This design comes from an exercise in tuning for small area, a short achievable clock period and few clock cycles per item on the open sky130 flow, not from production work.
The RTL of this run was laid out without a check of its function.
Power is estimated from default activity; no workload was simulated.

==> config.mk <==
export PLATFORM = sky130hd
export DESIGN_NAME = average
export DESIGN_NICKNAME = average
export VERILOG_FILES = /design/flow/design.v
export SDC_FILE = /design/flow/constraint.sdc
export NUM_CORES = 4
export LEC_CHECK = 0
export CAP_MARGIN = 20
export CORE_MARGIN = 2
export CORE_UTILIZATION = 40
export SLEW_MARGIN = 20
==> constraint.sdc <==
create_clock -name core_clock -period 8.0 [get_ports {clk}]
set_input_delay 1.6000 -clock core_clock [delete_from_list [all_inputs] [get_ports {clk}]]
set_output_delay 1.6000 -clock core_clock [all_outputs]
set_load 0.01 [all_outputs]
==> design.v <==
`timescale 1ns/1ps
module Sum_mod #(
    parameter NOF_BITS = 32
) (
    input wire clk,
    input wire rst_n,
    input wire data_first,
    input wire data_last,
    input wire [NOF_BITS-1:0] data_in,
    output reg [NOF_BITS:0] data_out,
    output reg busy,    
    output reg done     
);
    reg [NOF_BITS:0] current_total;
    reg [NOF_BITS:0] current_total_next;
    reg [NOF_BITS:0] out_val_next;
    reg busy_flag_next;
    reg done_flag_next;
    always @(posedge clk or negedge rst_n) begin
        if (!rst_n) begin
            busy          <= 1'b0;
            done          <= 1'b0;
            current_total <= {(NOF_BITS+1){1'b0}};
            data_out      <= {(NOF_BITS+1){1'b0}};
        end else begin
            busy          <= busy_flag_next;
            done          <= done_flag_next;
            current_total <= current_total_next;
            data_out      <= out_val_next;
        end
    end
    always @(*) begin
        busy_flag_next = busy; 
        if (data_last) begin
            busy_flag_next = 1'b0;
        end else if (data_first) begin
            busy_flag_next = 1'b1;
        end
    end
    always @(*) begin
        current_total_next = current_total;
        if (data_first) begin
            current_total_next = {1'b0, data_in};
        end else if (busy && !data_last) begin
            current_total_next = current_total + {1'b0, data_in};
        end
    end
    always @(*) begin
        out_val_next = data_out;
        done_flag_next = 1'b0;
        if (data_last) begin
            done_flag_next = 1'b1;  
            if (data_first) begin
                out_val_next = {1'b0, data_in};
            end else begin
                out_val_next = current_total + {1'b0, data_in};
            end
        end
    end
endmodule
module divu_int #(parameter WIDTH=5) (  
    input wire clk,               
    input wire rst_n,               
    input wire start,             
    output reg    busy,              
    output reg    done,              
    output reg    valid,             
    output reg    dbz,               
    input wire [WIDTH-1:0] a,     
    input wire [WIDTH-1:0] b,     
    output     reg [WIDTH-1:0] val,   
    output     reg [WIDTH-1:0] rem    
    );
    reg [WIDTH-1:0] b1;              
    reg [WIDTH-1:0] quo, quo_next;   
    reg [WIDTH:0] acc, acc_next;     
    reg [$clog2(WIDTH)-1:0] i;       
    always_comb begin
        if (acc >= {1'b0, b1}) begin
            acc_next = acc - b1;
            {acc_next, quo_next} = {acc_next[WIDTH-1:0], quo, 1'b1};   
        end else begin
            {acc_next, quo_next} = {acc, quo} << 1;
        end
    end
    always @(posedge clk or negedge rst_n) begin
        if (!rst_n) begin
            busy <= 0;
            done <= 0;
            valid <= 0;
            dbz <= 0;
            val <= 0;
            rem <= 0;
        end else begin
            done <= 0;
            if (start) begin
                valid <= 0;
                if (b == 0) begin   
                    busy <= 0;
                    done <= 1;
                    dbz <= 1;
                end else begin
                    busy <= 1;
                    dbz <= 0;
                end
            end else if (busy) begin
                if (i == WIDTH-1) begin   
                    busy <= 0;
                    done <= 1;
                    valid <= 1;
                    val <= quo_next;
                    rem <= acc_next[WIDTH:1];   
                end
            end
        end
    end
    always @(posedge clk) begin
        if (start) begin
            i <= 0;
            if (b != 0) begin
                b1 <= b;
                {acc, quo} <= {{WIDTH{1'b0}}, a, 1'b0};   
            end
        end else if (busy) begin
            if (i != WIDTH-1) begin   
                i <= i + 1;
                acc <= acc_next;
                quo <= quo_next;
            end
        end
    end
endmodule
`timescale 1ns/1ps
module average #(
    parameter NOF_BITS = 32,
    parameter WIDTH = 32
) (
    input  wire                     clk,
    input  wire                     rst_n,
    input  wire                     start,
    input  wire                     data_first,
    input  wire                     data_last,
    input  wire [NOF_BITS-1:0]      data_in,
    output wire [NOF_BITS:0]        data_out,
    output reg                      busy,
    output reg                      TO,
    output reg                      done
);
    typedef enum logic [1:0] { S_IDLE = 2'b00, S_WAIT = 2'b01, S_BUSY = 2'b10 } state_e;
    state_e state, next_state;
    reg [3:0] timeout_cnt;
    reg [NOF_BITS:0] elem_cnt;
    wire [NOF_BITS:0] sum_out;
    wire              sum_done;
    wire              sum_busy;
    wire              div_done;
    wire              div_valid;
    wire              div_dbz;
    Sum_mod #(.NOF_BITS(NOF_BITS)) u_sum (
        .clk(clk),
        .rst_n(rst_n),
        .data_first(data_first),
        .data_last(data_last),
        .data_in(data_in),
        .data_out(sum_out),
        .busy(sum_busy),
        .done(sum_done)
    );
    divu_int #(.WIDTH(NOF_BITS+1)) u_div (
        .clk(clk),
        .rst_n(rst_n),
        .start(sum_done),
        .busy(),
        .done(div_done),
        .valid(div_valid),
        .dbz(div_dbz),
        .a(sum_out),
        .b(elem_cnt),
        .val(data_out),
        .rem()
    );
    always @(*) begin
        next_state = state;
        case (state)
            S_IDLE: begin
                if (start) next_state = S_WAIT;
            end
            S_WAIT: begin
                if (timeout_cnt == 4'd10) next_state = S_IDLE;  
                else if (data_first) next_state = S_BUSY;      
            end
            S_BUSY: begin
                if (div_done) next_state = S_IDLE;  
            end
            default: next_state = S_IDLE;
        endcase
    end
    always @(posedge clk or negedge rst_n) begin
        if (!rst_n) begin
            timeout_cnt <= 4'd0;
        end else begin
            if (state == S_WAIT) begin
                if (data_first) timeout_cnt <= 4'd0;  
                else if (timeout_cnt < 4'd10) timeout_cnt <= timeout_cnt + 1'b1;
            end else begin
                timeout_cnt <= 4'd0;
            end
        end
    end
    always @(posedge clk or negedge rst_n) begin
        if (!rst_n) begin
            elem_cnt <= {(NOF_BITS+1){1'b0}};
        end else begin
            if (state == S_WAIT && data_first) begin
                elem_cnt <= {{NOF_BITS{1'b0}}, 1'b1};
            end else if (state == S_BUSY) begin
                if (!sum_done && sum_busy) begin
                    elem_cnt <= elem_cnt + 1'b1;
                end
            end else begin
                elem_cnt <= {(NOF_BITS+1){1'b0}};
            end
        end
    end
    reg TO_reg;
    reg done_reg;
    always @(posedge clk or negedge rst_n) begin
        if (!rst_n) begin
            state   <= S_IDLE;
            busy    <= 1'b0;
            TO_reg  <= 1'b0;
            done_reg<= 1'b0;
        end else begin
            state <= next_state;
            busy <= (next_state == S_BUSY) || (state == S_BUSY);
            if (state == S_WAIT && timeout_cnt == 4'd10)
                TO_reg <= 1'b1;
            else
                TO_reg <= 1'b0;
            if (div_done && div_valid && !div_dbz)
                done_reg <= 1'b1;
            else
                done_reg <= 1'b0;
        end
    end
    always @(posedge clk or negedge rst_n) begin
        if (!rst_n) begin
            TO   <= 1'b0;
            done <= 1'b0;
        end else begin
            TO   <= TO_reg;
            done <= done_reg;
        end
    end
endmodule
==> run.sh <==
#!/bin/bash
# synth_recipe.tcl (not shown) runs the flow's synth.tcl, then flattens the netlist and writes it again
# the make line also repeats each setting of config.mk as NAME=value (left out here)
make -C /OpenROAD-flow-scripts/flow DESIGN_CONFIG=/design/flow/config.mk WORK_HOME=/design/flow/orfs CLKGATE_MAP_FILE= SYNTH_SCRIPT=/design/flow/synth_recipe.tcl finish
==> run notes <==
status finished clean; critical path class in -> reg; sequence of cells on the critical path clkdlybuf4s50_1 -> ha_1 -> fa_1 -> a21oi_1 -> o211ai_1 -> a31oi_1 -> a31oi_2 -> a21boi_1 -> o21ai_1 -> o21ai_0 -> mux2i_1 -> a311o_1; first-pass iteration count of the detailed router 5; number of setup violations in the final report 0; cell area after synthesis 0.0143 mm^2; overall die height 193 um; ratio of final minimum period to clock period 0.526; crit start category input pin; # resized after CTS 0; total count of max-transition violations in the final report 0; number of design rule violations left after detail routing 0; net count reported at finish 1544; cell with the largest stage delay on the worst path clkdlybuf4s50_1; maximum operating frequency 237 MHz; sum of routed wire length over all layers 31800 um; flip-flop cell with the highest count after synthesis dfrtp_1; antenna violation net count after detailed routing 0; main combinational cell family by area after synthesis simple AND/OR/NAND/NOR gates; maximum ir drop on the vdd rail 0.172 mV; post-synthesis cell count 1385; clock tree root buffer cell clkbuf_16; Relative slew margins 0.382; smallest hold slack 0.352 ns; clock transition time at the flip-flop clock pins of the worst setup and hold paths 0.06 ns; H-tree Lvls 1; gp weighted congestion 0.892; largest cells by area after synthesis dfrtp_1 26%, edfxtp_1 21%, ha_1 6.2%; worst path arrival time 4.65 ns; setup tns final 0 ns; DRC marker count from the first detailed-route iteration 644; GR Overflow Total 0; die outline area 0.0372 mm^2; flip-flop and latch count after synthesis 255; Compound-Gate Fraction of Synth Area 0.138; total count of hold-check failures in the final report 0; class of the most critical hold timing path reg -> reg; minimum clock period 4.21 ns; mean cell area of the mapped netlist 10.3 um^2; top cell type's share of synthesized area 0.261; total power consumption of the routed design 4.58 mW; yosys synthesis warning count 3; Worst Hold Launch TO_reg; signed area change from the synthesized netlist to the final layout 14.5%; Syn Nets 1495; Worst setup startpoint data_in[0]; number of distinct standard cells referenced by the synthesized netlist 69; via/cell ratio 5.31; clock buffers created by TritonCTS 29; Inserted Diodes 0; CTS Sinks 255; post-route cell area 0.0163 mm^2; port buffer count 72; via count of the first global-routing pass 10.2k; Critical Path Max Stage Delay 0.43 ns; count of buffers added by post-CTS timing repair for setup 0; Static Leakage 6.79 nW; share of layout cells above drive strength 1 0.106; clock tree from TritonCTS built; Post-Synth XOR/XNOR Area 0.0534; Starting Density 0.404; Final Core Density 0.463; number of antenna violations at the first check in global routing 0; row cnt 69; register area share after synthesis 0.480; highest net fanout along the worst path 4; Critical R2R Launch u_div.acc[0]; Total GRT Usage 0.176; kind of cell with the highest combined delay on the critical path compound AO/OA/AOI/OAI gates; first-pass GRT wire length 52800 um; number of enable flip-flop cells after synthesis 100; buffers and inverters on the worst path 1; clock skew 0.0189 ns; cell taking the most area after synthesis dfrtp_1; register bank with the most flops u_div.acc; Clock Latency Late Sink 0.56 ns; setup repair after global routing missed its margin no; average routed wire per standard cell 16.6 um; endpoint type of the worst setup path flop; share of synthesized cell area in full adder, half adder and majority cells 0.0651; highest-count cells in the layout ignoring fill and taps 155 x nor2_1, 148 x dfrtp_1, 100 x edfxtp_1, 98 x a21oi_1, 84 x nand2_1; Horiz. Die Dim 193 um; via total after detailed routing 10.2k; share of synthesized cell area in and, or, nand and nor gates 0.139; count of pins on the block boundary 73; leading cell type in the layout, fill and taps excluded nor2_1; share of flip-flops with an asynchronous set or reset 0.584; Req. time, crit path 8.44 ns; multiplexer fraction of the synthesized cell area 0.0880; half-perimeter wire length of the detailed placement result 22300 um; hold bufs inserted after CTS 0; power density over the cells 281 mW/mm^2; Placed Area 0.0154 mm^2; flip-flop count of the largest register after layout 34; core area 0.0353 mm^2; pin count of the biggest net entering global routing 100; worst-case clock buffer depth 3; Max Cap Violations 0; fill count 3283; worst-margin pin slew 0.927 ns
cell families after synthesis:
group / Yosys count
muxes: 116
buffers and inverters: 131
AOI/OAI and AO/OA: 308
DFF: 255
xor gates and xnor gates: 87
adders and majority gates: 73
and+or+nand+nor: 415
power breakdown:
| part | switching [mW] | leakage (nW) | total, mW | internal [mW] |
|---|---|---|---|---|
| clock network | 0.532 | 0.471 | 1.33 | 0.801 |
| logic | 0.863 | 3.41 | 1.49 | 0.623 |
| registers | 0.126 | 2.91 | 1.76 | 1.64 |
cell type report:
class,instances,area (um^2),area share
clock buffers,42,847,0.0519
repair buffers,82,787,0.0482
multi-input cells,999,6900,0.422
clock inverters,11,121,0.00743
inverters,67,251,0.0154
flip-flops and latches,255,6850,0.420
well taps,461,577,0.0353
per-stage QoR:
step	setup slack (ns)	cells
finish	3.79	1917
global route	3.63	1917
CTS	3.83	1917
detailed placement	3.24	1864
global placement	3.27	1864
floorplan	3.71	1385
cells in the mapped netlist (all sizes together) (14+ instances only):
library cell and instances:
nor2 156, o21ai 67, xor2 42, buf 19, a21oi 101, xnor2 45
and3 14, inv 67, nand3 37, o211ai 17, nor3 20, nand2b 22
mux2 75, edfxtp 100, nand2 84, a31oi 22, mux2i 41, clkbuf 45
dfrtp 149, a21o 26, ha 71, nand4 23
per-layer routing:
layer,GRT usage,vias to the layer above,part of all wire
met3,0.0231,41,0.033
met4,0.0449,0,0.025
met1,0.238,4908,0.46
met2,0.297,148,0.48
li1,-,5089,-
met5,0,-,0
final timing paths:
| kind | endpoint | cells past startpoint | slack (ns) |
|---|---|---|---|
| setup reg to reg | u_div.acc[32] | 14 | 4.25 |
| hold / removal | TO | 0 | 0.35 |
| hold reg to reg | TO | 0 | 0.35 |
| max in group asynchronous | elem_cnt[13] | 2 | 5.53 |
| min in group asynchronous | u_sum.data_out[25] | 1 | 1.12 |
| setup / recovery | u_sum.data_out[22] | 12 | 3.79 |

## afterwards: timing with drivers on the ports
Ports are ideal in the flow. The routed layout listed here was re-timed in OpenROAD. Step 1: set_driving_cell puts a clkbuf_16 on clk and a buf_2 on each other input, an assumption about the parent block. Step 2 adds t to the input delays and takes it off the output delays; t is the mean of the earliest and latest rising clock arrival at the registers after step 1. Input paths then give back, and output paths get back, about the clock's delay inside the block. Slacks: ideal ports / drivers / drivers and shift; pairs: ideal ports / drivers.
shift t [ns]: 0.601
slack for setup (ns): 3.788 / 3.819 / 3.218
latest minus earliest clock arrival (ns): 0.019 / 0.019
pins driven straight from the clock port: 1
After both steps this run still meets setup and hold. For this run, drivers alone change the setup slack by +0.031 ns; drivers and shift together by -0.570 ns.
